Source: an optimization exercise on an open RTL-to-GDS flow (aim: small area and a short achievable clock period). Production flows keep margins and buffers that such runs may drop. Function not checked in this run: the RTL went through the layout flow alone. No activity file was given, so power comes from the tool's default toggle rates.

--- flow/run.sh ---
#!/bin/bash
# synth_recipe.tcl (not shown) runs the flow's synth.tcl, then flattens the netlist and writes it again
# the make line also repeats each setting of config.mk as NAME=value (left out here)
make -C /OpenROAD-flow-scripts/flow DESIGN_CONFIG=/design/flow/config.mk WORK_HOME=/design/flow/orfs CLKGATE_MAP_FILE= SYNTH_SCRIPT=/design/flow/synth_recipe.tcl finish
--- flow/config.mk ---
export PLATFORM = sky130hd
export DESIGN_NAME = konya
export DESIGN_NICKNAME = konya
export VERILOG_FILES = /design/flow/design.v
export SDC_FILE = /design/flow/constraint.sdc
export NUM_CORES = 4
export LEC_CHECK = 0
export CAP_MARGIN = 20
export CORE_MARGIN = 2
export CORE_UTILIZATION = 40
export CTS_BUF_LIST = sky130_fd_sc_hd__clkbuf_8
export CTS_CLUSTER_DIAMETER = 80
export CTS_CLUSTER_SIZE = 30
export SETUP_SLACK_MARGIN = 2.8
export SLEW_MARGIN = 20
--- flow/constraint.sdc ---
create_clock -name core_clock -period 6.0 [get_ports {Clock}]
set_input_delay 1.2000 -clock core_clock [delete_from_list [all_inputs] [get_ports {Clock}]]
set_output_delay 1.2000 -clock core_clock [all_outputs]
set_load 0.01 [all_outputs]
--- flow/design.v ---
module konya(DIN, Resetn, Clock, Run, Done, BusWires);
	input [15:0] DIN;
	input Resetn, Clock, Run;
	output Done;
	output [15:0] BusWires;
	reg [1:0] Tstep;
	reg L, b0;             
	reg [2:0] W, Y;        
	reg [7:0] rsel;        
	reg gsel, dseln;       
	reg Done;
	reg [15:0] R [0:7];
	reg [15:0] A, G;
	reg zf;                
	reg gnew;              
	wire t0 = (Tstep == 2'd0);
	wire t1 = (Tstep == 2'd1);
	wire t2 = (Tstep == 2'd2);
	wire [2:0] op = DIN[15:13];
	wire [2:0] x = DIN[12:10];
	wire [2:0] y = DIN[9:7];
	wire op_mv  = (op == 3'd0);
	wire op_add = (op == 3'd2) | (op == 3'd3);
	wire op_st  = (op == 3'd4) | (op == 3'd5);
	wire op_nz  = (op == 3'd6);
	wire op_long = op_add | (op == 3'd7);
	reg [15:0] Rs;
	integer i;
	always @(*) begin
		Rs = 16'd0;
		for (i = 0; i < 8; i = i + 1)
			Rs = Rs | ({16{rsel[i]}} & R[i]);
	end
	wire [15:0] RG = Rs | ({16{gsel}} & G);      
	assign BusWires = RG | ({16{~dseln}} & DIN);
	reg [1:0] Tn;
	reg [7:0] rsel_n;
	reg gsel_n, dsel_n, Done_n;
	always @(*) begin
		Tn = 2'd0; rsel_n = 8'd0; gsel_n = 1'b0; dsel_n = 1'b1; Done_n = 1'b0;
		case (Tstep)
			2'd0: if (Run) begin
				Tn = 2'd1;
				Done_n = ~op_long;
				if (op_add | op_st) begin
					rsel_n = 8'd1 << x; dsel_n = 1'b0;
				end else if (op_mv | (op_nz & zf_now)) begin
					rsel_n = 8'd1 << y; dsel_n = 1'b0;
				end
			end
			2'd1: if (L) begin
				Tn = 2'd2;
				rsel_n = 8'd1 << Y; dsel_n = 1'b0;
			end
			2'd2: begin
				Tn = 2'd3;
				gsel_n = b0; dsel_n = ~b0; Done_n = b0;
			end
			2'd3: ;
		endcase
	end
	always @(posedge Clock, negedge Resetn)
		if (!Resetn) begin
			Tstep <= 2'd0; rsel <= 8'd0; gsel <= 1'b0; dseln <= 1'b0; Done <= 1'b0;
		end else begin
			Tstep <= Tn; rsel <= rsel_n; gsel <= gsel_n; dseln <= ~dsel_n; Done <= Done_n;
		end
	wire [15:0] sum = A + RG;
	wire [15:0] gv = b0 ? sum : (A ^ RG);
	wire zf_now = gnew ? ~|G : zf;
	always @(posedge Clock) begin
		if (t0) begin
			L  <= op_long;
			b0 <= op_add;
			W  <= op_st ? y : x;
			Y  <= y;
		end
		if (Done)
			R[W] <= BusWires;
		if (t1 & L & b0)
			A <= RG;
		G <= gv;
		gnew <= t2;
		zf <= zf_now;
	end
endmodule
==> results.txt <==
==> per-layer routing <==
layer | up-vias | wire [µm] | track usage
li1 | 2247 | - | -
met1 | 2526 | 8210 | 0.279
met2 | 245 | 9970 | 0.340
met3 | 21 | 1450 | 0.0420
met4 | 0 | 259 | 0.0605
met5 | - | 0 | 0
==> worst max-delay path, cell delays in order (launching register included) <==
cell      delay [ns]
dfrtp_4         0.52
buf_8           0.14
buf_6           0.11
a222oi_1        0.36
nand3_1         0.13
a221o_1         0.32
a21o_4          0.22
buf_6           0.13
==> sequential cells by signal, indices dropped and copies added, names as in the netlist, named ones only <==
name,count
R,128
A,16
G,16
rsel,8
W,3
Y,3
Done,1
L,1
Tstep,1
b0,1
dseln,1
gnew,1
gsel,1
zf,1
==> layout by cell type (no fill, tap or decap), drive strengths merged, types with 13 or more instances in the layout <==
cell type	instances
a22oi	32
nor2	20
nand3	24
edfxtp	152
dfrtp	13
ha	16
dfxtp	18
a222oi	16
clkbuf	17
nand2	20
inv	14
buf	116
o21ai	17
clkdlybuf4s50	16
a21o	18
a221o	15
==> final cells by class <==
type,count,area [µm²]
repair buffers,135,1200
inverters,12,45.0
clock buffers,17,234
clock inverters,13,131
multi-input cells,276,2200
fillers,1523,8650
flip-flops and latches,183,5280
well taps,229,287
==> logic make-up after synthesis <==
logic type                 after synthesis
DFF                                    183
adders and majority gates               17
muxes                                    2
and+or+nand+nor                        101
AOI/OAI and AO/OA                      143
buffers and inverters                   37
xor gates and xnor gates                13
==> timing repair <==
item	4_1_cts	5_1_grt
gates resized for setup	148	19
setup buffers	81	9
pin swaps	33	20
setup endpoints to repair	23	24
==> per-stage QoR <==
step	hold slack [ns]	power, mW
after CTS	0.493	4.00
after global routing	0.521	4.28
after floorplan	0.434	2.47
after global placement	0.465	2.89
final	0.507	4.09
after detailed placement	0.465	2.91
==> power by group through the flow <==
stage	sequential, mW	clock, mW	combinational [mW]
final	1.87	0.797	1.43
after global routing	1.89	0.854	1.54
after CTS	1.86	0.803	1.34
after detailed placement	1.90	0	1.01
after global placement	1.90	0	0.987
after floorplan	1.80	0	0.678
==> final timing paths <==
check                           slack [ns]                end  cells past startpoint
worst min register to register        0.51         zf$_DFF_P_                      2
worst max-delay path                  2.40       BusWires[13]                      7
worst min-delay path                  0.51         zf$_DFF_P_                      2
min in group asynchronous             1.12  rsel[0]$_DFF_PN0_                      1
worst max register to register        2.86       G[6]$_DFF_P_                     16
max in group asynchronous             4.41  rsel[2]$_DFF_PN0_                      1
==> summary.md <==
| Metric | Value |
|---|---|
| Post-synthesis adder-cell area fraction | `0.0299` |
| Nature of the critical path endpoint | `output port` |
| Root buffer cell | `clkbuf_8` |
| DR vias/cell | `5.83` |
| CTS Buf Count | `17` |
| Die H | `140 µm` |
| First-pass GRT wire length | `30000 µm` |
| DRC | `0` |
| Core area | `18000 µm²` |
| Seq pwr share | `0.456` |
| Fin crit share | `0.601` |
| VDD IR-drop max | `0.000164 V` |
| Commonest cells post-synth | `edfxtp_1, a22oi_1, nand3_1, nand2_1, nor2_1` |
| Synth Area in Simple Gates | `0.0691` |
| Worst slack, placed | `1.96 ns` |
| GR Overflow Total | `0` |
| Synth Flop Type | `edfxtp_1` |
| Post-route ant nets | `0` |
| Worst slew pin tran | `1.00 ns` |
| WS Path Type | `reg2out` |
| Initial core utilization | `0.409` |
| Switch share | `0.329` |
| Int Pwr | `2.75 mW` |
| Max-cap violations | `0` |
| Area after DPL | `7990 µm²` |
| Combinational power share | `0.349` |
| Hold Fails Final Rpt | `0` |
| Worst setup margin | `2.40 ns` |
| Layout cell share with drive strength beyond 1 | `0.308` |
| Finished Layout Cells | `865` |
| Overall Global Routing Usage | `0.207` |
| Ys Warns | `1` |
| H-tree levels | `4` |
| # diodes | `0` |
| Drt wl/cell | `23.0 µm` |
| Final setup viols | `0` |
| Post-synthesis cell area | `7370 µm²` |
| CTS Buffer Depth | `2` |
| Reg-to-Reg Start | `rsel[1]$_DFF_PN0_` |
| Post-synth net total | `532` |
| Post-route cell area | `9380 µm²` |
| Synthesized flop and latch total | `183` |
| IO buf count | `35` |
| Async S/R FF share, synth | `0.0710` |
| Dpl hpwl | `11200 µm` |
| Clk pin slew, worst setup/hold paths | `0.09 ns` |
| CP Max Fanout | `4` |
| Post-synth EDFFs | `152` |
| CTS tree | `built` |
| Clock latency on the worst-skew pair | `0.47 ns` |
| Mux cell area share after synthesis | `0.00305` |
| Placed Cells | `745` |
| Synth Instances | `496` |
| Vias | `5039` |
| Drt initial violations | `487` |
| Largest net degree at the start of global routing | `18` |
| FMAX | `277 MHz` |
| CTS Sinks | `183` |
| Switching power | `1.35 mW` |
| Chip width | `140 µm` |
| Worst Setup SP | `rsel[1]$_DFF_PN0_` |
| Clk pwr share | `0.195` |
| Compound-cell area share of the yosys netlist | `0.150` |
| PD cells | `436 nW/µm²` |
| Io pins | `36` |
| Initial antenna violation count | `0` |
| RSZ-0062 raised after global routing | `true` |
| DRT Pass-1 Iters | `5` |
| Nets | `661` |
| Top-count cell post-synth | `edfxtp_1` |
| Register area share after synthesis | `0.712` |
| Data required, critical path | `4.80 ns` |
| Post-Route WL | `19900 µm` |
| Relative slew slack | `0.330` |
| Final GP Congestion | `0.870` |
| Top cell type's share of synthesized area | `0.619` |
| Syn-to-layout area delta | `27.1%` |
| Critical Path Start Type | `flip-flop` |
| WP data arrival | `2.40 ns` |
| Synth cell types | `52` |
| Status | `complete, no violations` |
| Hold buffer count at cts | `0` |
| Clock Skew | `0.0139 ns` |
| DIE AREA | `19500 µm²` |
| Combinational family with the most area after synthesis | `compound AO/OA/AOI/OAI gates` |
| Final min period | `3.60 ns` |
| Row count | `49` |
| Cell taking the most area after synthesis | `edfxtp_1` |
| Util after Layout | `0.520` |
| Setup_tns | `0 ns` |
| HP Class | `reg2reg` |
| Top cells by area, synth | `edfxtp_1, dfxtp_1, dfrtp_1` |
| Synthesized area per cell | `14.9 µm²` |
| Synth Area in XOR/XNOR | `0.0154` |
| Vias in the first global route | `5064` |
| Max-slew violation count | `0` |
| Static leakage | `3.42 nW` |
| Hold path start | `zf$_DFF_P_` |

## static timing again, ports no longer ideal
In the flow no input, the clock included, has a driving cell. The finished layout below was timed again as built, in two steps.
Step 1 sets driving cells, clkbuf_16 on the clock port and buf_2 on the other inputs (assumed; they add their load-dependent delay and slew).
Step 2 times the ports against the registers' clock, not the clock port: input delays grow and output delays shrink by t, the midpoint of the rising clock arrivals with the driver on.
a / b / c = ideal / step 1 / step 2; a / b = the first two.
t, ns: 0.498
setup slack, ns: 2.396 / 2.358 / 2.578
latest minus earliest clock arrival (ns): 0.015 / 0.015
slew at the worst register clock pin (ns): 0.09 / 0.09
pins driven straight from the clock port: 1
After both steps this run still meets setup and hold. The setup slack of this run moves by -0.038 ns with the drivers and by +0.182 ns with both steps.
